This design comes from an exercise in tuning for small area on the open sky130 flow, not from production work.
Function was checked by simulation only, so behaviour that the tests miss may differ from the original.
Power figures rest on the tool's default switching activity, not on a simulated workload. The flow treats the clock pin as an ideal source, which a real chip does not have.

<file path="design/flow/config.mk">
export PLATFORM = sky130hd
export DESIGN_NAME = edabk_uart_tx
export DESIGN_NICKNAME = edabk_uart_tx
export VERILOG_FILES = /design/flow/design.v
export SDC_FILE = /design/flow/constraint.sdc
export NUM_CORES = 8
export LEC_CHECK = 0
export CAP_MARGIN = 10
export CORE_MARGIN = 2
export CORE_UTILIZATION = 40
export PLACE_DENSITY = 0.55
export SLEW_MARGIN = 10
</file>
<file path="design/flow/constraint.sdc">
create_clock -name core_clock -period 10.0 [get_ports {clk}]
set_input_delay 2.0000 -clock core_clock [delete_from_list [all_inputs] [get_ports {clk}]]
set_output_delay 2.0000 -clock core_clock [all_outputs]
set_load 0.01 [all_outputs]
</file>
<file path="design/flow/design.v">
module baud_generator #(
  parameter CLK_FREQ   = 100000000                              ,  
  parameter CLK_DIV    = 8                               ,  
  parameter BAUDRATE   = 9600                              ,  
  parameter BAUD_WIDTH = $clog2(CLK_FREQ/(2 * CLK_DIV * 1200))         
)
(
  input        clk     ,  
  input        reset_n ,  
  input  [2:0] baudrate,  
  output reg   bclk    ,  
  output       bclk_rise  
);
  reg [BAUD_WIDTH-1:0] divisor;  
  wire                 tick   ;  
  reg [BAUD_WIDTH-1:0] count  ;  
  always @(baudrate) begin : divisor_select
    case (baudrate)
      3'b000 : begin
        divisor = 100000000/(2 * CLK_DIV * 1200) - 1;
      end
      3'b001 : begin
        divisor = 100000000/(2 * CLK_DIV * 2400) - 1;
      end
      3'b010 : begin
        divisor = 100000000/(2 * CLK_DIV * 4800) - 1;
      end
      3'b011 : begin
        divisor = 100000000/(2 * CLK_DIV * 9600) - 1;
      end
      3'b100 : begin
        divisor = 100000000/(2 * CLK_DIV * 19200) - 1;
      end
      3'b101 : begin
        divisor = 100000000/(2 * CLK_DIV * 38400) - 1;
      end
      3'b110 : begin
        divisor = 100000000/(2 * CLK_DIV * 57600) - 1;
      end
      3'b111 : begin
        divisor = 100000000/(2 * CLK_DIV * 115200) - 1;
      end
      default : begin
        divisor = 0;
      end
    endcase
  end : divisor_select
  assign tick = (divisor == count);
  assign bclk_rise = tick & ~bclk;
  always @(posedge clk, negedge reset_n) begin : count_process
    if (~reset_n) begin
      count <= 0;
    end
    else begin
      count <= (tick == 0) ? count + 1 : 0;
    end
  end : count_process
  always @(posedge clk, negedge reset_n) begin : bclk_assignment
    if (~reset_n) begin
      bclk <= 0;
    end
    else begin
      bclk <= (tick == 0) ? bclk : ~bclk;
    end
  end : bclk_assignment
endmodule
module edabk_uart_tx #(
  parameter DATA_WIDTH    = 8        ,  
  parameter ADDRESS_WIDTH = 8   
)
(
  input                   clk       ,   
  input                   reset_n   ,   
  input  [2:0]            baudrate  ,   
  input                   parity    ,   
  input                   write     ,   
  input  [DATA_WIDTH-1:0] write_data,   
  input                   flush     ,   
  output                  tx_out    ,   
  output                  tx_busy   ,   
  output                  fifo_empty,   
  output                  fifo_full     
);
  localparam NS = 1 << ADDRESS_WIDTH;   
  localparam PB = 3;                    
  localparam NP = NS >> PB;             
  localparam DL = (1 << PB) - 1;        
  wire bclk   ;  
  wire bclk_en;  
  baud_generator baud_generator (
    .clk      (clk      ),
    .reset_n  (reset_n  ),
    .baudrate (baudrate ),
    .bclk     (bclk     ),
    .bclk_rise(bclk_en  )
  );
  reg  [ADDRESS_WIDTH-1:0] wd   ;  
  reg  [ADDRESS_WIDTH-1:0] rd   ;  
  reg  [ADDRESS_WIDTH-1:0] id   ;  
  reg                      empty;
  reg                      full ;
  reg                      busy ;
  wire we  = write & ~full & ~flush;        
  wire pop = bclk_en & ~busy & ~empty;      
  assign fifo_empty = empty;
  assign fifo_full  = full;
  assign tx_busy    = busy;
  always @(posedge clk, negedge reset_n) begin : flags
    if (~reset_n) begin
      full  <= 1'b0;
      empty <= 1'b1;
    end else if (flush) begin
      full  <= 1'b0;
      empty <= 1'b1;
    end else begin
      full  <= ((wd == rd + 1'b1) & we & ~pop) | (full & ~pop);
      empty <= ((rd == wd + 1'b1) & pop & ~we) | (empty & ~we);
    end
  end
  reg  [DATA_WIDTH-1:0] dly [0:DL-1];  
  reg  [DL-1:0]         dv          ;  
  reg  [PB-1:0]         osel        ;  
  integer               k           ;
  always @(*) begin : oldest
    osel = 0;
    for (k = 0; k < DL; k = k + 1)
      if (dv[k]) osel = k;
  end
  wire                  pend = |dv;                             
  wire                  ins  = (id[PB-1:0] == 0) & (pend | we);  
  wire [DATA_WIDTH-1:0] din  = pend ? dly[osel] : write_data;
  always @(posedge clk) begin : delay_line
    dly[0] <= write_data;
    for (k = 1; k < DL; k = k + 1)
      dly[k] <= dly[k-1];
  end
  always @(posedge clk, negedge reset_n) begin : delay_valid
    if (~reset_n) begin
      dv <= 0;
    end else begin
      dv[0] <= we & ~(ins & ~pend);
      for (k = 1; k < DL; k = k + 1)
        dv[k] <= dv[k-1] & ~(ins & pend & (osel == k - 1)) & ~flush;
    end
  end
  always @(posedge clk, negedge reset_n) begin : pointers
    if (~reset_n) begin
      wd <= 0;
      rd <= 0;
      id <= 0;
    end else if (flush) begin
      wd <= 0;
      rd <= 0;
      id <= 0;
    end else begin
      wd <= we  ? wd : wd + 1'b1;
      rd <= pop ? rd : rd + 1'b1;
      id <= ins ? id : id + 1'b1;
    end
  end
  reg  [NS*DATA_WIDTH-1:0] ring;            
  wire [NS*DATA_WIDTH-1:0] ring_in;         
  wire [DATA_WIDTH-1:0]    pin  [0:NP-1];   
  genvar p;
  generate
    for (p = 0; p < NP; p = p + 1) begin : port
      wire [DATA_WIDTH-1:0] prev = ring[((p << PB) + NS - 1) % NS * DATA_WIDTH +: DATA_WIDTH];
      assign pin[p] = ~((ins && id[ADDRESS_WIDTH-1:PB] == p) ? (p % 2 ? din : ~din) : prev);
      assign ring_in[(p << PB) * DATA_WIDTH +: DATA_WIDTH] = pin[p];
      assign ring_in[((p << PB) + 1) * DATA_WIDTH +: ((1 << PB) - 1) * DATA_WIDTH] =
             ring[(p << PB) * DATA_WIDTH +: ((1 << PB) - 1) * DATA_WIDTH];
    end
  endgenerate
  always @(posedge clk) begin : ring_shift
    ring <= ring_in;
  end
  wire [DATA_WIDTH-1:0] tap    = pin[0];
  wire                  at_tap = (rd == 0);
  reg [DATA_WIDTH-1:0] head;  
  reg [6:0]            step;  
  reg                  pf  ;  
  reg                  pbit;  
  wire hfree = ~busy | (step[6:3] >= 4'd9);
  always @(posedge clk) begin : head_register
    if (hfree & empty & we)
      head <= write_data;
    else if (hfree & ~empty & at_tap)
      head <= tap;
  end
  always @(posedge clk, negedge reset_n) begin : busy_flag
    if (~reset_n) begin
      busy <= 1'b0;
    end else if (bclk_en) begin
      if (~busy)
        busy <= ~empty;
      else if (step == (pf ? 7'd88 : 7'd80))
        busy <= 1'b0;
    end
  end
  always @(posedge clk) begin : frame_counter
    if (bclk_en) begin
      if (~busy) begin
        step <= 0;
        pf   <= parity;
        pbit <= ~parity | ~(^head);
      end else begin
        step <= step + 1'b1;
      end
    end
  end
  reg tx;
  always @(*) begin : serial_out
    case (step[6:3])
      4'd0    : tx = 1'b0;
      4'd1    : tx = head[0];
      4'd2    : tx = head[1];
      4'd3    : tx = head[2];
      4'd4    : tx = head[3];
      4'd5    : tx = head[4];
      4'd6    : tx = head[5];
      4'd7    : tx = head[6];
      4'd8    : tx = head[7];
      4'd9    : tx = pbit;
      default : tx = 1'b1;
    endcase
  end
  assign tx_out = ~busy | tx;
endmodule
</file>
<file path="design/flow/flow/run.sh">
#!/bin/bash
# Layout flow: the standard flow (standard.sh) with three changes.
#  1. Synthesis runs the standard flow's own synthesis script (synth_recipe.tcl, which sources ORFS's
#     synth.tcl), but ABC maps the logic with an area-oriented script (flow/abc_area.script)
#     instead of ORFS's delay-oriented one. Flip-flops are mapped by dfflibmap before ABC runs,
#     so the registers (names, count, cell types) are those of the standard synthesis.
#  2. Clock tree synthesis clusters up to 35 sinks within 70 um on clkbuf_16 and inserts no
#     dummy loads.
#  3. Ports are buffered with buf_1.
# Each tool's output goes to a log of its own: synth.log (synthesis), standard.log (the rest);
# ORFS's per-step logs are under orfs/logs.
set -euo pipefail
here=$(pwd)

# abc wrapper: swap the mapping script, drop the delay target
cat > synth_area.tcl <<EOT
proc abc {args} {
  set i [lsearch -exact \$args -script]
  if { \$i >= 0 } { set args [lreplace \$args [expr {\$i + 1}] [expr {\$i + 1}] $here/flow/abc_area.script] }
  set j [lsearch -exact \$args -D]
  if { \$j >= 0 } { set args [lreplace \$args \$j [expr {\$j + 1}]] }
  yosys abc {*}\$args
}
EOT
cat synth_recipe.tcl >> synth_area.tcl

make -C "$FLOW_HOME" DESIGN_CONFIG="$here/config.mk" WORK_HOME="$here/orfs" CLKGATE_MAP_FILE= \
  SYNTH_SCRIPT="$here/synth_area.tcl" synth > synth.log 2>&1

export CTS_ARGS="-sink_clustering_enable -repair_clock_nets -sink_clustering_size 35 -sink_clustering_max_diameter 70 -buf_list sky130_fd_sc_hd__clkbuf_16 -dont_use_dummy_load"
export BUFFER_PORTS_ARGS="-buffer_cell sky130_fd_sc_hd__buf_1"
bash standard.sh > standard.log 2>&1
</file>
<file path="design/flow/flow/abc_area.script">
strash
dc2
dch -f
amap -m
topo
</file>
<file path="design/flow/standard.sh">
#!/bin/bash
# synth_recipe.tcl (not shown) runs the flow's synth.tcl, then flattens the netlist and writes it again
# the make line also repeats each setting of config.mk as NAME=value (left out here)
make -C /OpenROAD-flow-scripts/flow DESIGN_CONFIG=/design/flow/config.mk WORK_HOME=/design/flow/orfs CLKGATE_MAP_FILE= SYNTH_SCRIPT=/design/flow/synth_recipe.tcl "${@:-finish}"
</file>
==> results of run 1 <==
[registers in the layout, indices dropped and copies added (netlist names)]
signal                cells
id                        8
baud_generator.bclk       1
full                      1
wd                        8
dv                        7
baud_generator.count     13
pf                        1
dly                      56
step                      7
head                      8
ring                   2048
empty                     1
busy                      1
pbit                      1
rd                        8
[final cells by class]
| type | count | area [sq um] |
|---|---|---|
| clock buffer | 79 | 1980 |
| fill | 10600 | 67000 |
| tap | 1612 | 2020 |
| inverter | 115 | 432 |
| sequential | 2169 | 43800 |
| multi-input combinational | 646 | 3950 |
| timing repair buffer | 43 | 253 |
| antenna | 1 | 2.50 |
[metrics by stage]
step | total power, mW | utilization | setup slack [ns] | std cells
final | 14.0 | 0.439 | 4.56 | 4665
after global routing | 14.5 | 0.439 | 4.05 | 4664
after CTS | 14.1 | 0.439 | 4.58 | 4664
after detailed placement | 10.4 | 0.422 | 4.33 | 4585
after global placement | 10.4 | 0.422 | 4.46 | 4585
after floorplan | 9.85 | - | 4.41 | 2930
[critical path, stage by stage, from the launching register on]
cell and delay [ns]:
dfrtp_1 0.40, nor2_1 0.22, nand3_1 0.13, nor2_1 0.53, clkinv_1 0.44, nor2_1 0.17
buf_4 0.29, clkinv_1 0.68, o21ai_0 0.59, clkinv_1 0.23, nand2_1 0.85, nor2_1 0.36
clkinv_1 0.25, o22ai_1 0.11
[synthesized netlist by cell type, types with 5 or more instances]
cell type     n  share of area
nor3_1       19         0.0020
dfxtp_1    2104           0.88
a21oi_1      27         0.0028
a211oi_1     18         0.0028
o32ai_1       8         0.0015
nand2_1      47         0.0037
edfxtp_1     17          0.011
dfrtp_1      47          0.024
ha_1         15         0.0039
nor2_1      107         0.0084
o21ai_0      29         0.0030
nand3_1      13         0.0014
a31oi_1       5        0.00065
o22ai_1     289          0.038
or3_1         8         0.0010
a22oi_1       9         0.0014
a222oi_1      9         0.0019
clkinv_1    115         0.0090
[cell usage in the layout (no fill, tap or decap), types with 2 or more instances in the layout]
cell,instances
o22ai_1,289
buf_4,24
dfrtp_1,47
a21oi_1,27
buf_1,18
ha_1,15
o221a_1,2
nor3_1,19
a21o_1,2
nand4_1,4
or3_1,8
nand2_1,47
and2_0,2
o21ai_0,28
a211oi_1,18
a22oi_1,9
a31oi_1,5
clkinv_1,115
a222oi_1,9
clkbuf_16,79
nor2b_1,4
o32ai_4,8
o221ai_1,3
and3_1,4
edfxtp_1,17
nand3_1,13
nor2_1,107
dfxtp_1,2104
a311oi_1,4
a2111oi_0,4
[path summary, 6_finish.rpt]
| kind | depth (start not counted) | start | slack, ns | endpoint |
|---|---|---|---|---|
| hold / removal | 0 | ring[277]$_DFF_P_ | 0.29 | ring[285]$_DFF_P_ |
| setup reg to reg | 13 | dv[5]$_DFF_PN0_ | 4.56 | ring[1735]$_DFF_P_ |
| setup / recovery | 13 | dv[5]$_DFF_PN0_ | 4.56 | ring[1735]$_DFF_P_ |
| min in group asynchronous | 2 | reset_n | 1.46 | baud_generator.count[7]$_DFF_PN0_ |
| hold reg to reg | 0 | ring[277]$_DFF_P_ | 0.29 | ring[285]$_DFF_P_ |
| max in group asynchronous | 2 | reset_n | 8.09 | dv[0]$_DFF_PN0_ |
[cell families (layout without fill, tap and decap cells)]
logic type / Yosys count / count (layout) / synth area share
flops: 2169 / 2169 / 0.912
other cells: 0 / 1 / 0
fa+ha+maj: 15 / 15 / 0.00391
buf+inv: 115 / 237 / 0.00898
simple gates: 214 / 214 / 0.0191
compound gates: 417 / 417 / 0.0560
[power breakdown]
part | internal [mW] | switching (mW) | total (mW)
combinational | 0.170 | 0.581 | 0.751
clock | 1.43 | 2.32 | 3.75
sequential | 9.28 | 0.191 | 9.47
total | 10.9 | 3.09 | 14.0
[metal layers]
metal  routed length (microns)  global-route usage  share of wire
met1                     39800               0.186           0.52
met2                     31800               0.182           0.41
met3                      2920              0.0242          0.038
met4                      2220              0.0399          0.029
met5                         0                   0              0
==> summary.txt, run 1 <==
DRT iter0 DRCs - 1523
total track usage - 0.125
slew at the pin closest to its max-slew limit - 1.10 ns
Post-synth EDFFs - 17
Post-synth ARST share - 0.0221
worst skew pair latency - 0.68 ns
Synth Flop Type - dfxtp_1
initial antenna violation count - 4
post-CTS sizing - 0
die area - 0.123 sq mm
Placeable Area - 0.119 sq mm
Synth Instances - 2930
Worst EP arrival - 5.91 ns
syn avg cell area - 16.4 sq um
Yosys reg bits - 2169
Design Area, Final - 0.0525 sq mm
Mapped Area - 0.0481 sq mm
Die W - 351 microns
worst hold slack - 0.287 ns
Final nets - 3085
largest net degree at the start of global routing - 49
CTS buffer count - 79
detailed-route via count - 19900
global route overflow - 0
die height - 351 microns
Clock Tree Root - clkbuf_16
CTS Buffer Depth - 3
Max Slew Vio Count - 0
status - timing/DRC/antenna clean
CP Data Required Time - 10.48 ns
ANT nets after route - 0
# Post-CTS Setup Buffers - 0
Rows - 127
Pre-antenna DRT Iters - 7
htree depth - 3
Sum Neg Setup Slack - 0 ns
Port-buffer cells - 19
Initial Util - 0.402
fmax - 184 MHz
# DRC - 0
RSZ-0062 raised after global routing - no
Syn. warnings - 3
Leak - 20.3 nW
area grow syn2layout - 9.17%
skew final - 0.0728 ns
crit end category - register
clock tree from TritonCTS - done
Crit Path Max Fanout - 16
vias in the first global route - 18900
Setup Viol. Count Final - 0
post-synthesis cell type count - 40
Final Critical Period - 5.44 ns
Power Dens Cells - 266 mW/mm^2
WS Path Type - reg -> reg
post-cts hold buffer count - 0
clock transition at the registers of the reported paths - 0.12 ns
Tightest Hold Check Type - reg -> reg
slew margin rel. - 0.264
Final period util - 0.544
CP Launch Type - register
Cell Area, Placed - 0.0505 sq mm
Top-Level Pins - 20
vias per cell - 4.26
final WL - 76800 microns
syn nets - 2961
Wirelength per Cell - 16.5 microns
Detailed Place HPWL - 43400 microns
Clock Sinks - 2169
max_cap viols - 0
post-synthesis sequential area ratio - 0.912
Final Hold Vio Count - 0
peak supply drop - 0.138 mV
share of cells above drive strength 1 - 0.0374
global-route wire length before repair - 115000 microns
GP Congestion - 0.769
==> inputs of run 2 (changes only) <==
--- a/design/flow/config.mk
+++ b/design/flow/config.mk
@@ -7,6 +7,6 @@
 export LEC_CHECK = 0
 export CAP_MARGIN = 10
 export CORE_MARGIN = 2
-export CORE_UTILIZATION = 40
-export PLACE_DENSITY = 0.55
+export CORE_UTILIZATION = 60
+export PLACE_DENSITY = 0.65
 export SLEW_MARGIN = 10
==> summary.txt, run 2 <==
critical path launch point - dv[5]$_DFF_PN0_
# DRC - 0
Tightest Hold Check Type - reg -> reg
final WL - 77600 microns
non-filler cells, final - 4097
initial antenna violation count - 2
Max Slew Vio Count - 0
Combinational Power Share - 0.053
Die W - 287 microns
Crit Path Max Fanout - 16
max reg flops - 2048
syn avg cell area - 16.4 sq um
most common cell in the synthesized netlist - dfxtp_1
WS Path Type - reg -> reg
Synth Instances - 2930
Antenna diodes - 0
Sum Neg Setup Slack - 0 ns
register-to-register setup slack - 4.39 ns
largest net degree at the start of global routing - 49
GP Congestion - 0.801
commonest cells in the netlist - 2104 x dfxtp_1, 289 x o22ai_1, 115 x clkinv_1
Clk pwr share - 0.261
Largest Register - ring
global-route wire length before repair - 118000 microns
area leader, netlist - dfxtp_1
vias per cell - 4.92
share of cells above drive strength 1 - 0.0358
area grow syn2layout - 7.40%
post-synthesis sequential area ratio - 0.912
# Post-CTS Setup Buffers - 0
Final Hold Vio Count - 0
skew final - 0.0767 ns
Yosys reg bits - 2169
status - timing/DRC/antenna clean
Layout Utilization - 0.652
placed insts - 4024
vias in the first global route - 20000
Placeable Area - 0.0791 sq mm
Pre-antenna DRT Iters - 5
Synth area leaders - dfxtp_1 88%, o22ai_1 3.8%, dfrtp_1 2.4%, edfxtp_1 1.1%, clkinv_1 0.90%
Post-synth ARST share - 0.0221
commonest non-fill, non-tap cell in the layout - dfxtp_1
fmax - 178 MHz
sw power - 3.04 mW
Clock Sinks - 2169
R2R cell count - 12
detailed-route via count - 20100
post-CTS sizing - 0
slew at the pin closest to its max-slew limit - 1.15 ns
internal power - 10.8 mW
Syn. warnings - 3
CTS buffer count - 73
clock transition at the registers of the reported paths - 0.12 ns
Largest regs - ring x2048, dly x56, baud_generator.count x13
Critical path destination - ring[1799]$_DFF_P_
htree depth - 3
Power Dens Cells - 268 mW/mm^2
# fillers - 5606
worst reg2reg endpoint - ring[1799]$_DFF_P_
CP Data Required Time - 10.49 ns
Clock Tree Root - clkbuf_16
area share of the largest cell type after synthesis - 0.876
Final Critical Period - 5.61 ns
die area - 0.0824 sq mm
post-cts hold buffer count - 0
Top-Level Pins - 20
Post-synth EDFFs - 17
most frequent cells in the layout - 2104 x dfxtp_1, 289 x o22ai_1, 115 x clkinv_1
syn nets - 2961
CP Launch Type - register
Mapped Area - 0.0481 sq mm
Final period util - 0.561
crit end category - register
ANT nets after route - 0
Wirelength per Cell - 18.9 microns
CTS Buffer Depth - 3
Rows - 103
worst skew pair latency - 0.63 ns
sw frac - 0.220
Detailed Place HPWL - 45300 microns
total power - 13.8 mW
RSZ-0062 raised after global routing - no
Leak - 20.2 nW
Initial Util - 0.607
total track usage - 0.190
Port-buffer cells - 19
global route overflow - 0
max_cap viols - 0
Setup Viol. Count Final - 0
RR Startpoint - dv[5]$_DFF_PN0_
slew margin rel. - 0.226
die height - 287 microns
post-synthesis cell type count - 40
DRT iter0 DRCs - 1279
Worst EP arrival - 6.10 ns
Synth Flop Type - dfxtp_1
Final nets - 3080
Flop pwr share - 0.686
peak supply drop - 0.169 mV
clock tree from TritonCTS - done
[run 2: layout make-up]
class | count | area [sq um] | area share
Clock buffer | 73 | 1830 | 0.0354
Multi-Input combinational cell | 646 | 3950 | 0.0766
Tap cell | 1050 | 1310 | 0.0255
Sequential cell | 2169 | 43800 | 0.849
Inverter | 115 | 432 | 0.00836
Timing Repair Buffer | 44 | 260 | 0.00504
[run 2: logic make-up after synthesis]
group	Yosys count	share of synthesized area
buffers and inverters	115	0.00898
AOI/OAI and AO/OA	417	0.0560
and+or+nand+nor	214	0.0191
DFF	2169	0.912
adders and majority gates	15	0.00391
[run 2: routing by layer]
metal  up-vias  routed length (microns)  track usage
li1       9923                        -            -
met1      9818                    39300        0.285
met2       282                    34000        0.293
met3       113                     2510       0.0255
met4         2                     1760       0.0544
met5         -                       13            0
[run 2: power by group through the flow]
stage	combinational [mW]	sequential, mW	clock [mW]
after detailed placement	0.733	9.66	0
after global routing	0.761	9.54	3.99
after global placement	0.726	9.66	0
after CTS	0.737	9.49	3.69
after floorplan	0.283	9.57	0
final	0.733	9.48	3.61
[run 2: worst min-delay path by stage]
stage,depth (start not counted),from,end
after global routing,0,ring[1472]$_DFF_P_,ring[1480]$_DFF_P_
after floorplan,0,ring[992]$_DFF_P_,ring[1000]$_DFF_P_
after global placement,0,ring[422]$_DFF_P_,ring[430]$_DFF_P_
after detailed placement,0,ring[180]$_DFF_P_,ring[188]$_DFF_P_
after CTS,0,ring[1810]$_DFF_P_,ring[1818]$_DFF_P_
final,0,ring[501]$_DFF_P_,ring[509]$_DFF_P_
[run 2: worst max-delay path, stage by stage (launching register included)]
cell and delay (ns):
dfrtp_1 0.42, nor2_1 0.24, nand3_1 0.16, nor2_1 0.61, clkinv_1 0.53, nor2_1 0.26, clkinv_1 0.67, o21ai_0 0.66
clkinv_1 0.26, nand2_1 0.80, nor2_1 0.42, clkinv_1 0.29, o22ai_1 0.14
[run 2: through the flow]
stage               area [sq um]  setup WS [ns]  hold WS (ns)
detailed placement         49800           4.33         0.312
CTS                        51600           4.48         0.311
global route               51600           4.06         0.319
global placement           49800           4.36         0.310
finish                     51600           4.39         0.315
floorplan                  48100           4.41         0.310
==> inputs of run 3 (changes only) <==
--- a/design/flow/flow/run.sh
+++ b/design/flow/flow/run.sh
@@ -27,6 +27,6 @@
 make -C "$FLOW_HOME" DESIGN_CONFIG="$here/config.mk" WORK_HOME="$here/orfs" CLKGATE_MAP_FILE= \
   SYNTH_SCRIPT="$here/synth_area.tcl" synth > synth.log 2>&1
 
-export CTS_ARGS="-sink_clustering_enable -repair_clock_nets -sink_clustering_size 35 -sink_clustering_max_diameter 70 -buf_list sky130_fd_sc_hd__clkbuf_16 -dont_use_dummy_load"
+export CTS_ARGS="-sink_clustering_enable -repair_clock_nets -sink_clustering_size 35 -sink_clustering_max_diameter 70 -buf_list {sky130_fd_sc_hd__clkbuf_8 sky130_fd_sc_hd__clkbuf_16} -sink_clustering_buffer sky130_fd_sc_hd__clkbuf_16 -dont_use_dummy_load"
 export BUFFER_PORTS_ARGS="-buffer_cell sky130_fd_sc_hd__buf_1"
 bash standard.sh > standard.log 2>&1
--- a/design/flow/config.mk
+++ b/design/flow/config.mk
@@ -7,6 +7,6 @@
 export LEC_CHECK = 0
 export CAP_MARGIN = 10
 export CORE_MARGIN = 2
-export CORE_UTILIZATION = 60
-export PLACE_DENSITY = 0.65
+export CORE_UTILIZATION = 50
+export PLACE_DENSITY = 0.6
 export SLEW_MARGIN = 10
==> summary.txt, run 3 <==
RR Startpoint - dv[6]$_DFF_PN0_
max reg flops - 2048
Synth Flop Type - dfxtp_1
Final nets - 3081
vias per cell - 4.66
Port-buffer cells - 19
Crit Path Max Fanout - 16
die height - 314 microns
critical path launch point - dv[6]$_DFF_PN0_
GP Congestion - 0.800
Tightest Hold Check Type - reg -> reg
clock transition at the registers of the reported paths - 0.12 ns
fmax - 179 MHz
Max Slew Vio Count - 0
initial antenna violation count - 0
Worst EP arrival - 6.07 ns
Sum Neg Setup Slack - 0 ns
Mapped Area - 0.0481 sq mm
CTS buffer count - 76
# DRC - 0
Final Hold Vio Count - 0
Largest Register - ring
syn nets - 2961
Clock Sinks - 2169
slew at the pin closest to its max-slew limit - 1.19 ns
WS Path Type - reg -> reg
CTS Buffer Depth - 3
Clock Tree Root - clkbuf_16
Setup Viol. Count Final - 0
commonest non-fill, non-tap cell in the layout - dfxtp_1
syn avg cell area - 16.4 sq um
max_cap viols - 0
Largest regs - ring x2048, dly x56, baud_generator.count x13
Antenna diodes - 0
worst hold start - ring[1163]$_DFF_P_
Synth Instances - 2930
Leak - 20.2 nW
share of cells above drive strength 1 - 0.0361
most common cell in the synthesized netlist - dfxtp_1
CP Launch Type - register
die area - 0.0986 sq mm
RSZ-0062 raised after global routing - no
Final period util - 0.558
Post-synth EDFFs - 17
Die W - 314 microns
crit end category - register
vias in the first global route - 19900
CP Data Required Time - 10.49 ns
Top-Level Pins - 20
Yosys reg bits - 2169
pre-CTS setup slack - 4.34 ns
largest net degree at the start of global routing - 49
detailed-route via count - 20100
placed insts - 4237
Wirelength per Cell - 18.0 microns
Pre-antenna DRT Iters - 5
post-cts hold buffer count - 0
final WL - 77400 microns
total track usage - 0.158
Final Critical Period - 5.58 ns
# Post-CTS Setup Buffers - 0
Layout Utilization - 0.546
Power Dens Cells - 267 mW/mm^2
worst setup margin - 4.42 ns
ANT nets after route - 0
# fillers - 7428
non-filler cells, final - 4313
post-synthesis cell type count - 40
Placeable Area - 0.0952 sq mm
status - timing/DRC/antenna clean
most frequent cells in the layout - 2104 x dfxtp_1, 289 x o22ai_1, 115 x clkinv_1
area grow syn2layout - 8.09%
area leader, netlist - dfxtp_1
peak supply drop - 0.134 mV
Synth area leaders - dfxtp_1 88%, o22ai_1 3.8%, dfrtp_1 2.4%, edfxtp_1 1.1%, clkinv_1 0.90%
Syn. warnings - 3
Rows - 113
commonest cells in the netlist - 2104 x dfxtp_1, 289 x o22ai_1, 115 x clkinv_1
skew final - 0.0819 ns
DRT iter0 DRCs - 1391
Initial Util - 0.505
area share of the largest cell type after synthesis - 0.876
htree depth - 3
Post-synth ARST share - 0.0221
global route overflow - 0
post-synthesis sequential area ratio - 0.912
Detailed Place HPWL - 44500 microns
worst skew pair latency - 0.68 ns
clock tree from TritonCTS - done
post-CTS sizing - 0
slew margin rel. - 0.204
global-route wire length before repair - 118000 microns
## run 3: per-layer routing
metal | GRT usage | wire [microns]
met1 | 0.233 | 39100
met4 | 0.0494 | 2140
met3 | 0.0202 | 2380
met2 | 0.242 | 33800
met5 | 0 | 0
## run 3: final timing paths
kind | cells after the start | slack, ns | to
worst max register to register | 13 | 4.42 | ring[1732]$_DFF_P_
max in group asynchronous | 2 | 8.05 | baud_generator.count[7]$_DFF_PN0_
worst min register to register | 0 | 0.28 | ring[1171]$_DFF_P_
worst max-delay path | 13 | 4.42 | ring[1732]$_DFF_P_
worst min-delay path | 0 | 0.28 | ring[1171]$_DFF_P_
min in group asynchronous | 2 | 1.45 | id[1]$_DFFE_PN0P_
## run 3: layout make-up
cell class / instances / area (sq um) / area share
clock buffer: 76 / 1900 / 0.0366
inverter: 115 / 432 / 0.00831
sequential: 2169 / 43800 / 0.844
multi-input combinational: 646 / 3950 / 0.0761
timing repair buffer: 42 / 245 / 0.00472
tap: 1265 / 1580 / 0.0305
## run 3: where the power goes
part | switching (mW) | internal [mW]
registers | 0.199 | 9.28
logic | 0.565 | 0.170
clock network | 2.30 | 1.38
total | 3.06 | 10.8
## run 3: cell families (layout without fill, tap and decap cells)
kind of cell,Yosys count,count (layout),synth area share
adder cells (fa/ha/maj),15,15,0.00391
buffers and inverters,115,233,0.00898
flip-flops,2169,2169,0.912
AO/OA/AOI/OAI,417,417,0.0560
AND/OR/NAND/NOR,214,214,0.0191
## run 3: through the flow
stage | cell area, sq um | hold WS (ns) | power, mW
after floorplan | 48100 | 0.310 | 9.85
after global placement | 50000 | 0.310 | 10.4
after detailed placement | 50000 | 0.312 | 10.4
after CTS | 51900 | 0.291 | 14.0
after global routing | 51900 | 0.283 | 14.4
final | 51900 | 0.283 | 13.9
## run 3: critical path, stage by stage (launching register included)
cell and delay (ns):
dfrtp_1 0.56, clkinv_1 0.14, nand3_1 0.09, nor2_1 0.58
clkinv_1 0.45, nor2_1 0.18, buf_4 0.28, clkinv_1 0.63
o21ai_0 0.62, clkinv_1 0.27, nand2_1 0.86, nor2_1 0.39
clkinv_1 0.26, o22ai_1 0.11
==> inputs of run 4 (changes only) <==
--- a/design/flow/flow/run.sh
+++ b/design/flow/flow/run.sh
@@ -27,6 +27,6 @@
 make -C "$FLOW_HOME" DESIGN_CONFIG="$here/config.mk" WORK_HOME="$here/orfs" CLKGATE_MAP_FILE= \
   SYNTH_SCRIPT="$here/synth_area.tcl" synth > synth.log 2>&1
 
-export CTS_ARGS="-sink_clustering_enable -repair_clock_nets -sink_clustering_size 35 -sink_clustering_max_diameter 70 -buf_list {sky130_fd_sc_hd__clkbuf_8 sky130_fd_sc_hd__clkbuf_16} -sink_clustering_buffer sky130_fd_sc_hd__clkbuf_16 -dont_use_dummy_load"
+export CTS_ARGS="-sink_clustering_enable -repair_clock_nets -sink_clustering_size 38 -sink_clustering_max_diameter 70 -buf_list sky130_fd_sc_hd__clkbuf_16 -dont_use_dummy_load"
 export BUFFER_PORTS_ARGS="-buffer_cell sky130_fd_sc_hd__buf_1"
 bash standard.sh > standard.log 2>&1
--- a/design/flow/config.mk
+++ b/design/flow/config.mk
@@ -8,5 +8,5 @@
 export CAP_MARGIN = 10
 export CORE_MARGIN = 2
 export CORE_UTILIZATION = 50
-export PLACE_DENSITY = 0.6
+export PLACE_DENSITY = 0.5
 export SLEW_MARGIN = 10
==> summary.txt, run 4 <==
GP Congestion - 0.812
die height - 314 microns
Post-synth EDFFs - 17
Pre-antenna DRT Iters - 6
htree depth - 3
CP Data Required Time - 10.50 ns
Final nets - 3087
die area - 0.0986 sq mm
Synth Instances - 2930
Largest Register - ring
Clock Sinks - 2169
Wirelength per Cell - 19.0 microns
global-route wire length before repair - 122000 microns
Synth Flop Type - dfxtp_1
max reg flops - 2048
largest net degree at the start of global routing - 49
area leader, netlist - dfxtp_1
Syn. warnings - 3
Cell Area, Placed - 0.0501 sq mm
RR Startpoint - dv[5]$_DFF_PN0_
commonest non-fill, non-tap cell in the layout - dfxtp_1
RSZ-0062 raised after global routing - no
post-synthesis sequential area ratio - 0.912
Crit path largest cell delay - 0.70 ns
final WL - 82100 microns
syn avg cell area - 16.4 sq um
clock tree from TritonCTS - done
syn nets - 2961
Port-buffer cells - 19
skew final - 0.104 ns
CP Cell Sequence - nor2_1 > nand3_1 > nor2_1 > clkinv_1 > nor2_1 > buf_4 > clkinv_1 > o21ai_0 > clkinv_1 > nand2_1 > buf_4 > nor2_1 > clkinv_1 > o22ai_1
share of cells above drive strength 1 - 0.0383
slew at the pin closest to its max-slew limit - 1.13 ns
Crit Path Max Fanout - 16
Initial Util - 0.505
global route overflow - 0
ANT nets after route - 0
Final Critical Period - 5.29 ns
Setup Viol. Count Final - 0
worst skew pair latency - 0.70 ns
most frequent cells in the layout - 2104 x dfxtp_1, 289 x o22ai_1, 115 x clkinv_1
Final Hold Vio Count - 0
peak supply drop - 0.172 mV
critical path's slowest cell - o21ai_0
Power Dens Cells - 269 mW/mm^2
WS Path Type - reg -> reg
post-synthesis cell type count - 40
total track usage - 0.167
Largest regs - ring x2048, dly x56, baud_generator.count x13
Max Slew Vio Count - 0
Rows - 113
area share of the largest cell type after synthesis - 0.876
DRT iter0 DRCs - 1358
worst hold start - ring[1901]$_DFF_P_
status - timing/DRC/antenna clean
Worst EP arrival - 5.79 ns
Synth area leaders - dfxtp_1 88%, o22ai_1 3.8%, dfrtp_1 2.4%, edfxtp_1 1.1%, clkinv_1 0.90%
vias per cell - 4.61
slew margin rel. - 0.246
Mapped Area - 0.0481 sq mm
post-CTS sizing - 0
Yosys reg bits - 2169
# fillers - 7706
commonest cells in the netlist - 2104 x dfxtp_1, 289 x o22ai_1, 115 x clkinv_1
# Post-CTS Setup Buffers - 0
Leak - 20.3 nW
clock transition at the registers of the reported paths - 0.12 ns
crit end category - register
area of the multi-input gates - 0.00395 sq mm
max_cap viols - 0
Design Area, Final - 0.0520 sq mm
fmax - 189 MHz
most common cell in the synthesized netlist - dfxtp_1
Clock Tree Root - clkbuf_16
CP Launch Type - register
Sum Neg Setup Slack - 0 ns
vias in the first global route - 19400
Die W - 314 microns
CTS buffer count - 79
detailed-route via count - 19900
Placeable Area - 0.0952 sq mm
area grow syn2layout - 8.30%
CTS Buffer Depth - 3
Reg area - 0.0438 sq mm
Top-Level Pins - 20
Detailed Place HPWL - 48900 microns
post-cts hold buffer count - 0
Tightest Hold Check Type - reg -> reg
# DRC - 0
critical path launch point - dv[5]$_DFF_PN0_
Post-synth ARST share - 0.0221
Final period util - 0.529
initial antenna violation count - 4
-- run 4: metrics by stage --
stage | hold slack, ns | util | total power, mW | worst slack [ns] | std cells
floorplan | 0.310 | - | 9.85 | 4.41 | 2930
global placement | 0.310 | 0.526 | 10.4 | 3.73 | 4240
detailed placement | 0.312 | 0.526 | 10.4 | 4.25 | 4240
CTS | 0.249 | 0.547 | 14.1 | 4.75 | 4319
global route | 0.242 | 0.547 | 14.5 | 4.35 | 4319
finish | 0.244 | 0.547 | 14.0 | 4.71 | 4320
-- run 4: worst max-delay path: cells and delay by family (launching register included) --
| kind | cells | cell delay [ns] |
|---|---|---|
| flip-flops | 1 | 0.42 |
| AO/OA/AOI/OAI | 2 | 0.90 |
| buffers and inverters | 6 | 2.23 |
| AND/OR/NAND/NOR | 6 | 1.54 |
-- run 4: kinds of logic after synthesis --
| kind of cell | synth area share |
|---|---|
| AOI/OAI and AO/OA | 0.0560 |
| DFF | 0.912 |
| buffers and inverters | 0.00898 |
| adders and majority gates | 0.00391 |
| and+or+nand+nor | 0.0191 |
-- run 4: cell type report --
type | count | area share
Timing Repair Buffer | 45 | 0.00514
Sequential cell | 2169 | 0.842
Tap cell | 1265 | 0.0304
Clock buffer | 79 | 0.0380
Multi-Input combinational cell | 646 | 0.0760
Inverter | 115 | 0.00829
Antenna cell | 1 | 0.0000481
-- run 4: per-layer routing --
metal	vias up	global-route usage	routed length (microns)
met5	-	0	12
met4	2	0.0552	2490
met3	131	0.0278	2640
met2	279	0.249	35000
met1	9567	0.248	42000
li1	9928	-	-
-- run 4: worst paths after layout --
kind	endpoint	slack, ns	depth (start not counted)
max	ring[1024]$_DFF_P_	4.71	14
min in group asynchronous	dv[5]$_DFF_PN0_	1.46	2
min reg2reg	ring[1909]$_DFF_P_	0.24	0
max in group asynchronous	rd[2]$_DFFE_PN0P_	8.01	2
max reg2reg	ring[1024]$_DFF_P_	4.71	14
min	ring[1909]$_DFF_P_	0.24	0
-- run 4: report_power, final --
group / total, mW / internal (mW) / switching, mW
sequential: 9.50 / 9.28 / 0.222
clock: 3.76 / 1.43 / 2.33
combinational: 0.719 / 0.170 / 0.549
==> inputs of run 5 (changes only) <==
--- a/design/flow/config.mk
+++ b/design/flow/config.mk
@@ -7,6 +7,6 @@
 export LEC_CHECK = 0
 export CAP_MARGIN = 10
 export CORE_MARGIN = 2
-export CORE_UTILIZATION = 50
-export PLACE_DENSITY = 0.5
+export CORE_UTILIZATION = 40
+export PLACE_DENSITY = 0.45
 export SLEW_MARGIN = 10
==> summary.txt, run 5 <==
sw frac - 0.223
Top-Level Pins - 20
total track usage - 0.138
Pre-antenna DRT Iters - 5
Synth area leaders - dfxtp_1 88%, o22ai_1 3.8%, dfrtp_1 2.4%, edfxtp_1 1.1%, clkinv_1 0.90%
CTS Buffer Depth - 3
area grow syn2layout - 10.4%
Detailed Place HPWL - 47500 microns
worst skew pair latency - 0.74 ns
Port-buffer cells - 19
WS Path Type - in -> reg
worst setup margin - 4.63 ns
Setup Viol. Count Final - 0
Power Dens Cells - 273 mW/mm^2
vias per cell - 4.33
htree depth - 3
post-CTS sizing - 0
status - timing/DRC/antenna clean
fmax - 186 MHz
largest net degree at the start of global routing - 49
Clock Tree Root - clkbuf_16
# Post-CTS Setup Buffers - 0
CP Cell Sequence - buf_1 > nor3_1 > o21ai_0 > or2_1 > buf_4 > nor2_1 > clkinv_1 > o22ai_1
max_cap viols - 0
clock tree from TritonCTS - done
# fillers - 10600
Combinational Power Share - 0.053
syn avg cell area - 16.4 sq um
die area - 0.123 sq mm
register-to-register setup slack - 5.03 ns
vias in the first global route - 20600
pre-CTS setup slack - 3.76 ns
CP Data Required Time - 10.59 ns
Synth Flop Type - dfxtp_1
peak supply drop - 0.147 mV
Final nets - 3110
syn nets - 2961
max reg flops - 2048
Rows - 127
Syn. warnings - 3
Initial Util - 0.402
clock transition at the registers of the reported paths - 0.12 ns
Clk pwr share - 0.292
total power - 14.5 mW
internal power - 11.2 mW
Max Slew Vio Count - 0
Largest Register - ring
post-synthesis cell type count - 40
Final period util - 0.537
Post-synth EDFFs - 17
RSZ-0062 raised after global routing - no
slew at the pin closest to its max-slew limit - 1.26 ns
crit end category - register
DRT iter0 DRCs - 1087
Final Hold Vio Count - 0
CP Launch Type - input pin
post-cts hold buffer count - 0
Largest regs - ring x2048, dly x56, baud_generator.count x13
Mapped Area - 0.0481 sq mm
Final Critical Period - 5.37 ns
most common cell in the synthesized netlist - dfxtp_1
Leak - 20.5 nW
final WL - 84100 microns
Layout Utilization - 0.444
Worst EP arrival - 5.96 ns
GP Congestion - 0.768
Yosys reg bits - 2169
skew final - 0.132 ns
share of cells above drive strength 1 - 0.0452
global route overflow - 0
Flop pwr share - 0.655
ANT nets after route - 0
Synth Instances - 2930
Die W - 351 microns
area share of the largest cell type after synthesis - 0.876
Crit path largest cell delay - 0.98 ns
global-route wire length before repair - 127000 microns
Wirelength per Cell - 17.9 microns
CTS buffer count - 101
Clock Sinks - 2169
area leader, netlist - dfxtp_1
Sum Neg Setup Slack - 0 ns
commonest non-fill, non-tap cell in the layout - dfxtp_1
detailed-route via count - 20300
Tightest Hold Check Type - reg -> reg
Crit Path Max Fanout - 16
most frequent cells in the layout - 2104 x dfxtp_1, 289 x o22ai_1, 115 x clkinv_1
die height - 351 microns
slew margin rel. - 0.156
post-synthesis sequential area ratio - 0.912
initial antenna violation count - 6
sw power - 3.23 mW
critical path's slowest cell - nor2_1
commonest cells in the netlist - 2104 x dfxtp_1, 289 x o22ai_1, 115 x clkinv_1
Post-synth ARST share - 0.0221
# DRC - 0
Placeable Area - 0.119 sq mm
==> run 5: worst max-delay path, delay by kind of cell <==
kind                   cells  cell delay (ns)
AND/OR/NAND/NOR            3             1.86
buffers and inverters      3             1.27
AO/OA/AOI/OAI              2             0.80
==> run 5: worst paths after layout <==
| path | to | startpoint | cells past startpoint |
|---|---|---|---|
| setup / recovery | ring[771]$_DFF_P_ | flush | 8 |
| hold / removal | ring[697]$_DFF_P_ | ring[689]$_DFF_P_ | 0 |
| setup reg to reg | ring[771]$_DFF_P_ | dv[6]$_DFF_PN0_ | 12 |
| hold reg to reg | ring[697]$_DFF_P_ | ring[689]$_DFF_P_ | 0 |
| max in group asynchronous | baud_generator.count[6]$_DFF_PN0_ | reset_n | 2 |
| min in group asynchronous | id[0]$_DFFE_PN0P_ | reset_n | 2 |
==> run 5: kinds of logic after synthesis <==
| kind of cell | Yosys count | synth area share |
|---|---|---|
| compound gates | 417 | 0.0560 |
| fa+ha+maj | 15 | 0.00391 |
| buf+inv | 115 | 0.00898 |
| flops | 2169 | 0.912 |
| simple gates | 214 | 0.0191 |
==> run 5: final cells by class <==
cell class              instances  area, sq um  area share
diodes                          2         5.00   0.0000944
multi-input cells             646         3950      0.0745
repair buffers                 46          275     0.00519
clock buffers                 101         2530      0.0477
inverters                     115          432     0.00814
well taps                    1612         2020      0.0380
flip-flops and latches       2169        43800       0.826
==> run 5: metal layers <==
metal,global-route usage,routed length (microns),vias to the layer above
met5,0,0,-
met4,0.0421,2140,0
met3,0.0254,3250,144
met2,0.213,37000,320
met1,0.197,41700,9858
li1,-,-,9994
==> run 5: stage by stage <==
stage	hold WS (ns)	instances	area, sq um
5_1_grt	0.271	4689	53000
3_5_place_dp	0.312	4588	50500
4_1_cts	0.269	4689	53000
3_3_place_gp	0.310	4588	50500
2_1_floorplan	0.310	2930	48100
6_report	0.271	4691	53000
==> run 5: power by group through the flow <==
stage | clock network [mW] | logic, mW | registers [mW]
after CTS | 4.39 | 0.806 | 9.49
after global placement | 0 | 0.797 | 9.68
after global routing | 4.70 | 0.825 | 9.55
final | 4.23 | 0.772 | 9.48
after detailed placement | 0 | 0.802 | 9.66
after floorplan | 0 | 0.283 | 9.57
==> inputs of run 6 (changes only) <==
--- a/design/flow/design.v
+++ b/design/flow/design.v
@@ -198,14 +198,12 @@
     end
   end
   always @(posedge clk) begin : frame_counter
-    if (bclk_en) begin
-      if (~busy) begin
-        step <= 0;
-        pf   <= parity;
-        pbit <= ~parity | ~(^head);
-      end else begin
-        step <= step + 1'b1;
-      end
+    step <= (bclk_en & ~busy) ? 7'd0 : step + (bclk_en & busy);
+  end
+  always @(posedge clk) begin : frame_setup
+    if (bclk_en & ~busy) begin
+      pf   <= parity;
+      pbit <= ~parity | ~(^head);
     end
   end
   reg tx;
--- a/design/flow/flow/run.sh
+++ b/design/flow/flow/run.sh
@@ -27,6 +27,6 @@
 make -C "$FLOW_HOME" DESIGN_CONFIG="$here/config.mk" WORK_HOME="$here/orfs" CLKGATE_MAP_FILE= \
   SYNTH_SCRIPT="$here/synth_area.tcl" synth > synth.log 2>&1
 
-export CTS_ARGS="-sink_clustering_enable -repair_clock_nets -sink_clustering_size 38 -sink_clustering_max_diameter 70 -buf_list sky130_fd_sc_hd__clkbuf_16 -dont_use_dummy_load"
+export CTS_ARGS="-sink_clustering_enable -repair_clock_nets -sink_clustering_size 35 -sink_clustering_max_diameter 70 -buf_list sky130_fd_sc_hd__clkbuf_16 -dont_use_dummy_load"
 export BUFFER_PORTS_ARGS="-buffer_cell sky130_fd_sc_hd__buf_1"
 bash standard.sh > standard.log 2>&1
--- a/design/flow/config.mk
+++ b/design/flow/config.mk
@@ -7,6 +7,6 @@
 export LEC_CHECK = 0
 export CAP_MARGIN = 10
 export CORE_MARGIN = 2
-export CORE_UTILIZATION = 40
-export PLACE_DENSITY = 0.45
+export CORE_UTILIZATION = 60
+export PLACE_DENSITY = 0.65
 export SLEW_MARGIN = 10
==> summary.txt, run 6 <==
largest net degree at the start of global routing - 49
syn avg cell area - 16.4 sq um
WP buf/inv - 4
Crit Path Max Fanout - 15
max reg flops - 2048
Setup Viol. Count Final - 0
Synth Area in Adders - 0.00391
Sum Neg Setup Slack - 0 ns
Syn. warnings - 3
die height - 287 microns
Synth Instances - 2933
Worst EP arrival - 6.08 ns
slew margin rel. - 0.230
Clock Tree Root - clkbuf_16
Leak - 20.2 nW
crit-path leading delay family - compound AO/OA/AOI/OAI gates
peak supply drop - 0.183 mV
Largest regs - ring x2048, dly x56, baud_generator.count x13
Tightest Hold Check Type - reg -> reg
most common cell in the synthesized netlist - dfxtp_1
post-cts hold buffer count - 0
detailed-route via count - 20000
GP Congestion - 0.781
sw frac - 0.220
Port-buffer cells - 19
Flop pwr share - 0.684
ANT nets after route - 0
Synth Flop Type - dfxtp_1
# Post-CTS Setup Buffers - 0
Post-synth EDFFs - 10
post-synthesis sequential area ratio - 0.911
Detailed Place HPWL - 42100 microns
Yosys reg bits - 2169
worst skew pair latency - 0.66 ns
vias per cell - 4.89
simple-gate area share of the yosys netlist - 0.0197
die area - 0.0823 sq mm
Clock Sinks - 2169
Wirelength per Cell - 18.4 microns
CP Cell Sequence - buf_1 > clkinv_1 > ha_1 > o22ai_1 > a21oi_1 > a2111o_1 > a2111oi_0 > nand4b_1 > nor4_2 > buf_4 > nand2_1 > nor2_1 > clkinv_1 > o21ai_0 > o22ai_1
Power Dens Cells - 268 mW/mm^2
post-CTS sizing - 0
Clk pwr share - 0.263
Top-Level Pins - 20
sw power - 3.04 mW
clock tree from TritonCTS - done
Layout Utilization - 0.652
vias in the first global route - 19700
Mapped Area - 0.0480 sq mm
crit end category - register
htree depth - 3
WS Path Type - in -> reg
Max Slew Vio Count - 0
complex-gate fraction of the synthesized area - 0.0555
initial antenna violation count - 0
RSZ-0062 raised after global routing - no
Crit path largest cell delay - 0.81 ns
Post-synth ARST share - 0.0221
area grow syn2layout - 7.40%
Final period util - 0.563
Reg area - 0.0438 sq mm
share of cells above drive strength 1 - 0.0364
CTS buffer count - 74
# DRC - 0
worst hold slack - 0.292 ns
CTS Buffer Depth - 3
skew final - 0.0702 ns
area leader, netlist - dfxtp_1
global-route wire length before repair - 114000 microns
placed insts - 4023
Pre-antenna DRT Iters - 5
status - timing/DRC/antenna clean
Final Hold Vio Count - 0
area of the multi-input gates - 0.00396 sq mm
Die W - 287 microns
CP Launch Type - input pin
Final Critical Period - 5.63 ns
Combinational Power Share - 0.053
total power - 13.8 mW
final WL - 75300 microns
critical path's slowest cell - o21ai_0
XOR/XNOR Fraction of Synth Area - 0.000182
Largest Register - ring
Initial Util - 0.607
internal power - 10.8 mW
main combinational cell family by area after synthesis - compound AO/OA/AOI/OAI gates
Final nets - 3080
commonest non-fill, non-tap cell in the layout - dfxtp_1
non-filler cells, final - 4098
most frequent cells in the layout - 2111 x dfxtp_1, 293 x o22ai_1, 114 x clkinv_1
commonest cells in the netlist - 2111 x dfxtp_1, 293 x o22ai_1, 119 x clkinv_1
fmax - 178 MHz
total track usage - 0.183
syn nets - 2964
Rows - 103
mux share of post-synthesis cell area - 0
Synth area leaders - dfxtp_1 88%, o22ai_1 3.8%, dfrtp_1 2.4%, clkinv_1 0.93%, nor2_1 0.81%
slew at the pin closest to its max-slew limit - 1.15 ns
# fillers - 5615
global route overflow - 0
CP Data Required Time - 10.45 ns
post-synthesis cell type count - 38
area share of the largest cell type after synthesis - 0.880
clock transition at the registers of the reported paths - 0.11 ns
Placeable Area - 0.0791 sq mm
DRT iter0 DRCs - 1163
max_cap viols - 0
-- run 6: cell families after synthesis --
group	Yosys count
AND/OR/NAND/NOR	213
adder cells (fa/ha/maj)	15
XOR/XNOR	1
AO/OA/AOI/OAI	416
flip-flops	2169
buffers and inverters	119
-- run 6: worst paths after layout --
kind                                                           end  slack (ns)  depth (start not counted)                from
worst max-delay path                             rd[2]$_DFFE_PN0P_        4.37                         15         baudrate[1]
worst max register to register                   head[6]$_DFFE_PP_        5.17                         15     dv[2]$_DFF_PN0_
max in group asynchronous       baud_generator.count[10]$_DFF_PN0_        8.02                          2             reset_n
worst min register to register                  ring[1942]$_DFF_P_        0.29                          0  ring[1934]$_DFF_P_
min in group asynchronous                        id[7]$_DFFE_PN0P_        1.46                          2             reset_n
worst min-delay path                            ring[1942]$_DFF_P_        0.29                          0  ring[1934]$_DFF_P_
-- run 6: final cells by class --
cell class | count | share of cell area
flip-flops and latches | 2169 | 0.849
repair buffers | 40 | 0.00446
diodes | 1 | 0.0000485
multi-input cells | 645 | 0.0769
clock buffers | 74 | 0.0359
well taps | 1050 | 0.0255
inverters | 119 | 0.00866
-- run 6: metal layers --
| layer | track usage | part of all wire | routed length, microns |
|---|---|---|---|
| met5 | 0 | 0 | 0 |
| met4 | 0.0596 | 0.031 | 2330 |
| met3 | 0.0318 | 0.036 | 2710 |
| met2 | 0.285 | 0.45 | 33500 |
| met1 | 0.263 | 0.49 | 36700 |
-- run 6: worst register-to-register path, cell delays in order, from the launching register on --
cell and delay, ns:
dfrtp_1 0.41, clkinv_1 0.07, a21oi_1 0.07, o21ai_0 0.36, clkinv_1 0.22, nor2_1 0.74
a22oi_1 0.15, nand3_1 0.13, a211oi_1 0.08, o32ai_4 0.20, buf_4 0.51, clkinv_1 0.64
buf_4 0.44, o22ai_1 0.33, nand2_1 0.08, o21ai_0 0.15
-- run 6: stage by stage --
step,setup WS [ns],area (sq um)
after CTS,4.42,51600
after detailed placement,3.80,49700
after floorplan,3.93,48000
after global routing,3.94,51600
final,4.37,51600
after global placement,3.79,49700
-- run 6: power by group through the flow --
stage	Clock [mW]	Sequential [mW]	Combinational, mW
finish	3.63	9.45	0.739
global route	4.00	9.51	0.759
CTS	3.72	9.46	0.745
detailed placement	0	9.63	0.740
global placement	0	9.63	0.740
floorplan	0	9.55	0.269
==> inputs of run 7 (changes only) <==
--- a/design/flow/flow/run.sh
+++ b/design/flow/flow/run.sh
@@ -27,6 +27,6 @@
 make -C "$FLOW_HOME" DESIGN_CONFIG="$here/config.mk" WORK_HOME="$here/orfs" CLKGATE_MAP_FILE= \
   SYNTH_SCRIPT="$here/synth_area.tcl" synth > synth.log 2>&1
 
-export CTS_ARGS="-sink_clustering_enable -repair_clock_nets -sink_clustering_size 35 -sink_clustering_max_diameter 70 -buf_list sky130_fd_sc_hd__clkbuf_16 -dont_use_dummy_load"
+export CTS_ARGS="-sink_clustering_enable -repair_clock_nets -sink_clustering_size 35 -sink_clustering_max_diameter 85 -buf_list sky130_fd_sc_hd__clkbuf_16 -dont_use_dummy_load"
 export BUFFER_PORTS_ARGS="-buffer_cell sky130_fd_sc_hd__buf_1"
 bash standard.sh > standard.log 2>&1
==> summary.txt, run 7 <==
syn avg cell area - 16.4 sq um
DRT iter0 DRCs - 1223
post-synthesis cell type count - 38
Post-synth ARST share - 0.0221
die area - 0.0823 sq mm
Port-buffer cells - 19
area share of the largest cell type after synthesis - 0.880
htree depth - 3
Worst EP arrival - 6.03 ns
Post-synth EDFFs - 10
simple-gate area share of the yosys netlist - 0.0197
Setup Viol. Count Final - 0
Clock Tree Root - clkbuf_16
wl on met1 - 36800 microns
Crit Path Max Fanout - 15
share of cells above drive strength 1 - 0.0361
largest net degree at the start of global routing - 49
complex-gate fraction of the synthesized area - 0.0555
Detailed Place HPWL - 42100 microns
Critical path destination - rd[2]$_DFFE_PN0P_
global-route wire length before repair - 114000 microns
detailed-route via count - 20100
Yosys reg bits - 2169
vias in the first global route - 19600
skew final - 0.0749 ns
Tightest Hold Check Type - reg -> reg
Final Hold Vio Count - 0
Rows - 103
global route overflow - 0
Cell Area, Placed - 0.0497 sq mm
Synth area leaders - dfxtp_1 88%, o22ai_1 3.8%, dfrtp_1 2.4%, clkinv_1 0.93%, nor2_1 0.81%
critical path launch point - baudrate[1]
crit end category - register
worst hold start - ring[276]$_DFF_P_
total track usage - 0.183
Clock Sinks - 2169
post-cts hold buffer count - 0
clock transition at the registers of the reported paths - 0.12 ns
worst hold slack - 0.277 ns
vias per cell - 4.90
Initial Util - 0.607
final WL - 75100 microns
commonest non-fill, non-tap cell in the layout - dfxtp_1
XOR/XNOR Fraction of Synth Area - 0.000182
Sum Neg Setup Slack - 0 ns
uppermost metal layer occupied by signal nets - met4
WS Path Type - in -> reg
met2 WL post-DR - 33600 microns
Die W - 287 microns
Placeable Area - 0.0791 sq mm
CTS Buffer Depth - 3
syn nets - 2964
Power Dens Cells - 267 mW/mm^2
clock tree from TritonCTS - done
register-to-register setup slack - 5.16 ns
most frequent cells in the layout - 2111 x dfxtp_1, 293 x o22ai_1, 114 x clkinv_1
die height - 287 microns
CP Launch Type - input pin
Top-Level Pins - 20
fmax - 179 MHz
main combinational cell family by area after synthesis - compound AO/OA/AOI/OAI gates
Pre-antenna DRT Iters - 5
worst setup margin - 4.40 ns
most common cell in the synthesized netlist - dfxtp_1
Final Critical Period - 5.60 ns
Synth Flop Type - dfxtp_1
area grow syn2layout - 7.35%
metal3 WL - 2640 microns
max_cap viols - 0
pre-CTS setup slack - 3.80 ns
worst skew pair latency - 0.66 ns
area leader, netlist - dfxtp_1
post-CTS sizing - 0
ANT nets after route - 0
Leak - 20.2 nW
# Post-CTS Setup Buffers - 0
worst reg2reg endpoint - head[6]$_DFFE_PP_
Design Area, Final - 0.0515 sq mm
Mapped Area - 0.0480 sq mm
# DRC - 0
commonest cells in the netlist - 2111 x dfxtp_1, 293 x o22ai_1, 119 x clkinv_1
mux share of post-synthesis cell area - 0
R2R cell count - 15
RR Startpoint - dv[2]$_DFF_PN0_
max reg flops - 2048
CTS buffer count - 73
initial antenna violation count - 1
Synth Instances - 2933
Largest regs - ring x2048, dly x56, baud_generator.count x13
Largest Register - ring
Final nets - 3079
Final period util - 0.560
peak supply drop - 0.199 mV
Synth Area in Adders - 0.00391
Wirelength per Cell - 18.3 microns
slew at the pin closest to its max-slew limit - 1.13 ns
post-synthesis sequential area ratio - 0.911
Max Slew Vio Count - 0
slew margin rel. - 0.242
Syn. warnings - 3
RSZ-0062 raised after global routing - no
CP Data Required Time - 10.43 ns
GP Congestion - 0.781
# fillers - 5616
status - timing/DRC/antenna clean
-- run 7: layout make-up --
| cell class | instances | area [sq um] | share of cell area |
|---|---|---|---|
| sequential | 2169 | 43800 | 0.849 |
| tap | 1050 | 1310 | 0.0255 |
| antenna | 1 | 2.50 | 0.0000485 |
| inverter | 119 | 447 | 0.00867 |
| multi-input combinational | 645 | 3960 | 0.0769 |
| clock buffer | 73 | 1830 | 0.0354 |
| timing repair buffer | 40 | 230 | 0.00447 |
-- run 7: per-layer routing --
layer | GRT usage | vias up
met3 | 0.0256 | 127
met5 | 0 | -
met4 | 0.0590 | 0
met1 | 0.265 | 9679
li1 | - | 9929
met2 | 0.287 | 349
-- run 7: kinds of logic (layout without fill, tap and decap cells) --
kind of cell	count (synthesis)	after routing
adders and majority gates	15	15
other	0	1
DFF	2169	2169
buffers and inverters	119	232
AOI/OAI and AO/OA	416	416
xor gates and xnor gates	1	1
and+or+nand+nor	213	213
-- run 7: worst max-delay path: stages --
cell	delay, ns
buf_1	0.20
clkinv_1	0.19
ha_1	0.23
o22ai_1	0.17
a21oi_1	0.10
a2111o_1	0.29
a2111oi_0	0.35
nand4b_1	0.17
nor4_2	0.15
buf_4	0.24
nand2_1	0.12
nor2_1	0.53
clkinv_1	0.28
o21ai_0	0.81
o22ai_1	0.21
-- run 7: worst min-delay path by stage --
stage / end / slack (ns) / cells past startpoint
finish: ring[284]$_DFF_P_ / 0.28 / 0
floorplan: ring[1000]$_DFF_P_ / 0.31 / 0
global route: ring[284]$_DFF_P_ / 0.28 / 0
CTS: ring[290]$_DFF_P_ / 0.28 / 0
global placement: ring[565]$_DFF_P_ / 0.31 / 0
detailed placement: ring[1061]$_DFF_P_ / 0.31 / 0
-- run 7: stage by stage --
step	power [mW]	utilization	instances
floorplan	9.82	-	2933
global placement	10.4	0.628	4023
detailed placement	10.4	0.628	4023
CTS	13.9	0.651	4096
global route	14.2	0.651	4096
finish	13.8	0.651	4097
-- run 7: where the power goes --
group	total [mW]	switching [mW]	internal, mW	leakage, nW
Sequential	9.45	0.185	9.27	18.1
Clock	3.60	2.26	1.33	0.900
Combinational	0.734	0.576	0.158	1.18
==> inputs of run 8 (changes only) <==
--- a/design/flow/flow/run.sh
+++ b/design/flow/flow/run.sh
@@ -27,6 +27,6 @@
 make -C "$FLOW_HOME" DESIGN_CONFIG="$here/config.mk" WORK_HOME="$here/orfs" CLKGATE_MAP_FILE= \
   SYNTH_SCRIPT="$here/synth_area.tcl" synth > synth.log 2>&1
 
-export CTS_ARGS="-sink_clustering_enable -repair_clock_nets -sink_clustering_size 35 -sink_clustering_max_diameter 85 -buf_list sky130_fd_sc_hd__clkbuf_16 -dont_use_dummy_load"
+export CTS_ARGS="-sink_clustering_enable -repair_clock_nets -sink_clustering_size 36 -sink_clustering_max_diameter 75 -apply_ndr full -buf_list sky130_fd_sc_hd__clkbuf_16 -dont_use_dummy_load"
 export BUFFER_PORTS_ARGS="-buffer_cell sky130_fd_sc_hd__buf_1"
 bash standard.sh > standard.log 2>&1
==> summary.txt, run 8 <==
status - timing/DRC/antenna clean
pre-CTS setup slack - 3.80 ns
Placeable Area - 0.0791 sq mm
CP Launch Type - input pin
ANT nets after route - 0
Cell Area, Placed - 0.0497 sq mm
register-to-register setup slack - 5.19 ns
post-synthesis sequential area ratio - 0.911
Post-synth EDFFs - 10
fmax - 179 MHz
Yosys reg bits - 2169
CTS Buffer Depth - 3
Synth area leaders - dfxtp_1 88%, o22ai_1 3.8%, dfrtp_1 2.4%, clkinv_1 0.93%, nor2_1 0.81%
Worst EP arrival - 6.03 ns
RSZ-0062 raised after global routing - no
Synth Flop Type - dfxtp_1
Final Critical Period - 5.60 ns
Final nets - 3079
max_cap viols - 0
complex-gate fraction of the synthesized area - 0.0555
XOR/XNOR Fraction of Synth Area - 0.000182
Clock Sinks - 2169
post-cts hold buffer count - 0
commonest non-fill, non-tap cell in the layout - dfxtp_1
WS Path Type - in -> reg
CP Data Required Time - 10.43 ns
Synth Instances - 2933
vias per cell - 4.89
Sum Neg Setup Slack - 0 ns
worst setup margin - 4.40 ns
Pre-antenna DRT Iters - 5
post-CTS sizing - 0
Setup Viol. Count Final - 0
placed insts - 4023
Mapped Area - 0.0480 sq mm
Syn. warnings - 3
simple-gate area share of the yosys netlist - 0.0197
clock transition at the registers of the reported paths - 0.12 ns
slew at the pin closest to its max-slew limit - 1.16 ns
area share of the largest cell type after synthesis - 0.880
most common cell in the synthesized netlist - dfxtp_1
Max Slew Vio Count - 0
total track usage - 0.183
Largest regs - ring x2048, dly x56, baud_generator.count x13
syn nets - 2964
Rows - 103
main combinational cell family by area after synthesis - compound AO/OA/AOI/OAI gates
peak supply drop - 0.207 mV
vias in the first global route - 19600
crit end category - register
worst hold slack - 0.285 ns
# Post-CTS Setup Buffers - 0
Top-Level Pins - 20
Final Hold Vio Count - 0
area leader, netlist - dfxtp_1
skew final - 0.0688 ns
worst hold start - ring[752]$_DFF_P_
Tightest Hold Check Type - reg -> reg
Wirelength per Cell - 18.2 microns
die area - 0.0823 sq mm
Hold EP - ring[760]$_DFF_P_
global-route wire length before repair - 113000 microns
Port-buffer cells - 19
die height - 287 microns
slew margin rel. - 0.227
Final period util - 0.560
non-filler cells, final - 4098
largest net degree at the start of global routing - 49
worst skew pair latency - 0.66 ns
Synth Area in Adders - 0.00391
most frequent cells in the layout - 2111 x dfxtp_1, 293 x o22ai_1, 114 x clkinv_1
Leak - 20.2 nW
final WL - 74700 microns
CTS buffer count - 73
Layout Utilization - 0.651
detailed-route via count - 20000
mux share of post-synthesis cell area - 0
syn avg cell area - 16.4 sq um
post-synthesis cell type count - 38
Detailed Place HPWL - 42100 microns
Power Dens Cells - 267 mW/mm^2
clock tree from TritonCTS - done
DRT iter0 DRCs - 1229
R2R cell count - 15
initial antenna violation count - 1
GP Congestion - 0.781
Die W - 287 microns
Crit Path Max Fanout - 15
global route overflow - 0
worst reg2reg endpoint - head[6]$_DFFE_PP_
Min-Delay Path Depth - 0
Post-synth ARST share - 0.0221
area grow syn2layout - 7.36%
share of cells above drive strength 1 - 0.0361
Largest Register - ring
# DRC - 0
RR Startpoint - dv[2]$_DFF_PN0_
htree depth - 3
max reg flops - 2048
Design Area, Final - 0.0515 sq mm
Clock Tree Root - clkbuf_16
total power - 13.8 mW
commonest cells in the netlist - 2111 x dfxtp_1, 293 x o22ai_1, 119 x clkinv_1
Initial Util - 0.607
==> run 8: cell counts after synthesis <==
Identical to the previous run, type by type.
==> run 8: area by class of cell <==
cell class / instances / area [sq um]
antenna: 2 / 5.00
clock buffer: 73 / 1830
fill: 5603 / 27600
inverter: 119 / 447
multi-input combinational: 645 / 3960
sequential: 2169 / 43800
tap: 1050 / 1310
timing repair buffer: 40 / 230
==> run 8: critical path, cell delays in order <==
cell,delay [ns]
buf_1,0.21
clkinv_1,0.19
ha_1,0.23
o22ai_1,0.17
a21oi_1,0.10
a2111o_1,0.29
a2111oi_0,0.35
nand4b_1,0.17
nor4_2,0.15
buf_4,0.24
nand2_1,0.12
nor2_1,0.53
clkinv_1,0.27
o21ai_0,0.81
o22ai_1,0.21
==> run 8: how the worst max path moves through the flow <==
stage,to,depth (start not counted),start,slack [ns]
global placement,rd[2]$_DFFE_PN0P_,15,baudrate[1],3.79
floorplan,rd[2]$_DFFE_PN0P_,13,baudrate[1],3.93
finish,rd[2]$_DFFE_PN0P_,15,baudrate[1],4.40
global route,rd[4]$_DFFE_PN0P_,15,baudrate[1],3.94
CTS,rd[2]$_DFFE_PN0P_,15,baudrate[1],4.41
detailed placement,rd[2]$_DFFE_PN0P_,15,baudrate[1],3.80
==> run 8: metal layers <==
metal / wire [microns] / GRT usage / share of wire / vias up
met3: 2830 / 0.0296 / 0.038 / 126
li1: - / - / - / 9926
met4: 2090 / 0.0574 / 0.028 / 0
met1: 36400 / 0.265 / 0.49 / 9659
met5: 0 / 0 / 0 / -
met2: 33500 / 0.284 / 0.45 / 310
==> run 8: power breakdown <==
part           switching (mW)  internal [mW]  leakage, nW  total, mW
clock                    2.25           1.33        0.900       3.59
combinational           0.572          0.159         1.18      0.731
sequential              0.185           9.27         18.1       9.45
==> run 8: cell families after synthesis <==
group	after synthesis
compound gates	416
xor+xnor	1
fa+ha+maj	15
buf+inv	119
flops	2169
simple gates	213

## afterwards: timing with drivers on the ports
In the flow no input, the clock included, has a driving cell. The finished layouts below were timed again as built, in two steps. Step 1, drivers: a clkbuf_16 drives clk and a buf_2 each remaining input, both assumed. Step 2 times the ports against the registers' clock, not the clock port: input delays grow and output delays shrink by t, the midpoint of the rising clock arrivals with the driver on. a / b / c = ideal ports / drivers / drivers and shift; a / b = the first two.
run | t (ns) | slack for setup (ns) | worst setup path after step 2 | clock arrival spread, ns | worst data-port slew with drivers (ns)
run 1 | 0.713 | 4.565 / 4.565 / 4.286 | input to register | 0.073 / 0.073 | 0.05
run 2 | 0.673 | 4.392 / 4.392 / 4.300 | input to register | 0.099 / 0.100 | 0.07
run 3 | 0.700 | 4.421 / 4.421 / 4.346 | input to register | 0.083 / 0.084 | 0.07
run 4 | 0.706 | 4.711 / 4.711 / 4.241 | input to register | 0.110 / 0.110 | 0.06
run 5 | 0.733 | 4.632 / 4.655 / 3.922 | input to register | 0.140 / 0.140 | 0.05
run 6 | 0.678 | 4.369 / 4.409 / 3.731 | input to register | 0.094 / 0.095 | 0.04
run 7 | 0.683 | 4.398 / 4.438 / 3.755 | input to register | 0.076 / 0.076 | 0.03
run 8 | 0.676 | 4.400 / 4.440 / 3.764 | input to register | 0.092 / 0.092 | 0.04
After both steps every run listed still meets setup and hold. The setup slack of run 5, which loses most, moves by +0.023 ns with the drivers and by -0.710 ns with both steps.
